Source: an optimization exercise on an open RTL-to-GDS flow (aim: small area). Production flows keep margins and buffers that such runs may drop. Where RTL was checked, it was by simulation tests only, not by an equivalence proof against the original. Power and IR drop assume default switching activity.

Setup of v6:
==> module elink_trig_summer, before the edit <==
module elink_trig_summer(clk,reset,data_in1,data_in2,data_in3,data_in4,data_out);
  input clk;
  input reset;
  input [11:0] data_in1;
  input [11:0] data_in2;
  input [11:0] data_in3;
  input [11:0] data_in4;
  output reg [12:0] data_out;
  reg [12:0] s0, s1, s2, s3, s4, s5, s6, s7, s8;
  reg [12:0] s10, s11, s12, s13, s14, s15;
  reg [12:0] sum;
  reg [3:0]  wp;
  reg        wrapped;    
  reg        nd;         
  wire [12:0] a = data_in1 + data_in2 + data_in3 + data_in4;
  wire valid = wp[3] | wrapped;
  wire last  = wp[2] & wp[1] & wp[0];                
  wire first = (wp == 4'd0) & ~wrapped;              
  wire ge    = last | first | reset | (a >= sum);
  wire [12:0] old = valid ? s15 : 13'd0;
  wire [12:0] e   = ge ? 13'd0 : (nd ? old : sum);
  always @(posedge clk) begin
    sum <= a;
    s0 <= e;
    s1 <= s0; s2 <= s1; s3 <= s2; s4 <= s3; s5 <= s4; s6 <= s5; s7 <= s6; s8 <= s7;
    data_out <= (valid & ~reset) ? s8 : 13'd0;
    s10 <= data_out; s11 <= s10; s12 <= s11; s13 <= s12; s14 <= s13; s15 <= s14;
    if (reset) begin
      wp <= 4'd0;
      wrapped <= 1'b0;
      nd <= 1'b0;
    end else begin
      wp <= wp + 4'd1;
      if (wp == 4'd15) wrapped <= 1'b1;
      nd <= (wp[1:0] == 2'b10 && wp[2]) ? 1'b0 : (~ge | nd);
    end
  end
endmodule
export LEC_CHECK = 0
export CAP_MARGIN = 20
export CORE_MARGIN = 2
export CORE_UTILIZATION = 60
export SLEW_MARGIN = 20
create_clock -name core_clock -period 5.0 [get_ports {clk}]
standard.sh (not shown) runs the stock make flow with config.mk's settings and CLKGATE_MAP_FILE= SYNTH_SCRIPT=/design/flow/synth_recipe.tcl, a recipe that flattens the netlist after the stock synthesis.
==> flow/flow/run.sh <==
#!/bin/bash
# Standard ORFS layout, except:
#  - synthesis skips Yosys's generic ABC pass before full-adder extraction
#    (flow/my_synth.tcl), so the adders map to clean fa/ha cells;
#  - ports get buf_1 buffers;
#  - the clock tree uses clkbuf_4 without dummy loads.
# Each tool's output is logged under orfs/logs; make's output goes to flow_make.log.
set -euo pipefail
W=$PWD
bash standard.sh \
  "SYNTH_SCRIPT=$W/flow/my_synth.tcl" \
  "BUFFER_PORTS_ARGS=-buffer_cell sky130_fd_sc_hd__buf_1" \
  "CTS_ARGS=-sink_clustering_enable -repair_clock_nets -dont_use_dummy_load -buf_list sky130_fd_sc_hd__clkbuf_4 -sink_clustering_size 10 -sink_clustering_max_diameter 40" \
  finish > flow_make.log 2>&1
==> flow/flow/my_synth.tcl <==
proc synth {args} {
  if {[lsearch -exact $args "fine:"] >= 0} {
    yosys synth -nofsm -noshare -noabc {*}$args
  } else {
    yosys synth -nofsm -noshare {*}$args
  }
}
source $::env(SCRIPTS_DIR)/synth.tcl
# left out here: clear keep_hierarchy, flatten, clean up, hide names made inside functions, write 1_2_yosys.v
## Diff of input files: v7 against v6
-- flow/design.v --
<<< v6, line 13
  reg        wrapped;    
  reg        nd;         
  wire [12:0] a = data_in1 + data_in2 + data_in3 + data_in4;
  wire valid = wp[3] | wrapped;
  wire last  = wp[2] & wp[1] & wp[0];                
>>> v7, line 13
  reg        wrapped;    
  reg        nd;         
  wire [11:0] x1 = data_in1 ^ data_in2 ^ data_in3;
  wire [11:0] y1 = (data_in1 & data_in2) | (data_in1 & data_in3) | (data_in2 & data_in3);
  wire [12:0] p = {1'b0, x1};
  wire [12:0] q = {y1, 1'b0};
  wire [12:0] r = {1'b0, data_in4};
  wire [12:0] x2 = p ^ q ^ r;
  wire [12:0] y2 = (p & q) | (p & r) | (q & r);
  wire [12:0] u = {y2[11:0], 1'b0};
  wire [12:0] a = x2 + u;
  wire valid = wp[3] | wrapped;
  wire last  = wp[2] & wp[1] & wp[0];                
--- outcome ---
v7 packs its core more tightly than v6. Cells: v7 has more instances than v6. Of the two values seen for endpoint of the most critical setup path, s0[12]$_SDFF_PP0_ was produced by v7 and s0[9]$_SDFF_PP0_ by v6. Summary of v7 over v6: fmax went up 5.7%, worst hold slack went up 0.017 ns, sequential group share of total power went down 1.4 points, die area went up 260 um^2.
For v7, only the layout was checked, not whether the RTL still works.

[static timing again, ports no longer ideal]
How much do the figures lean on ideal ports? The routed layouts below were timed once more, with nothing changed but the port constraints.
Step 1 sets driving cells, clkbuf_16 on the clock port and buf_2 on the other inputs (assumed; they add their load-dependent delay and slew).
Step 2 times the ports against the registers' clock, not the clock port: input delays grow and output delays shrink by t, the midpoint of the rising clock arrivals with the driver on.
Three values: no drivers, after step 1, after step 2; two values: the first two.
run	t (ns)	slack for setup (ns)	worst setup path after step 2	latest minus earliest clock arrival (ns)
v6	0.588	0.326 / 0.337 / -0.251	input to register	0.078 / 0.078
v7	0.570	0.577 / 0.590 / 0.020	input to register	0.036 / 0.036
Met with ideal ports but missed after step 2: setup timing in v6. For v6, which loses most, drivers alone change the setup slack by +0.011 ns; drivers and shift together by -0.577 ns.
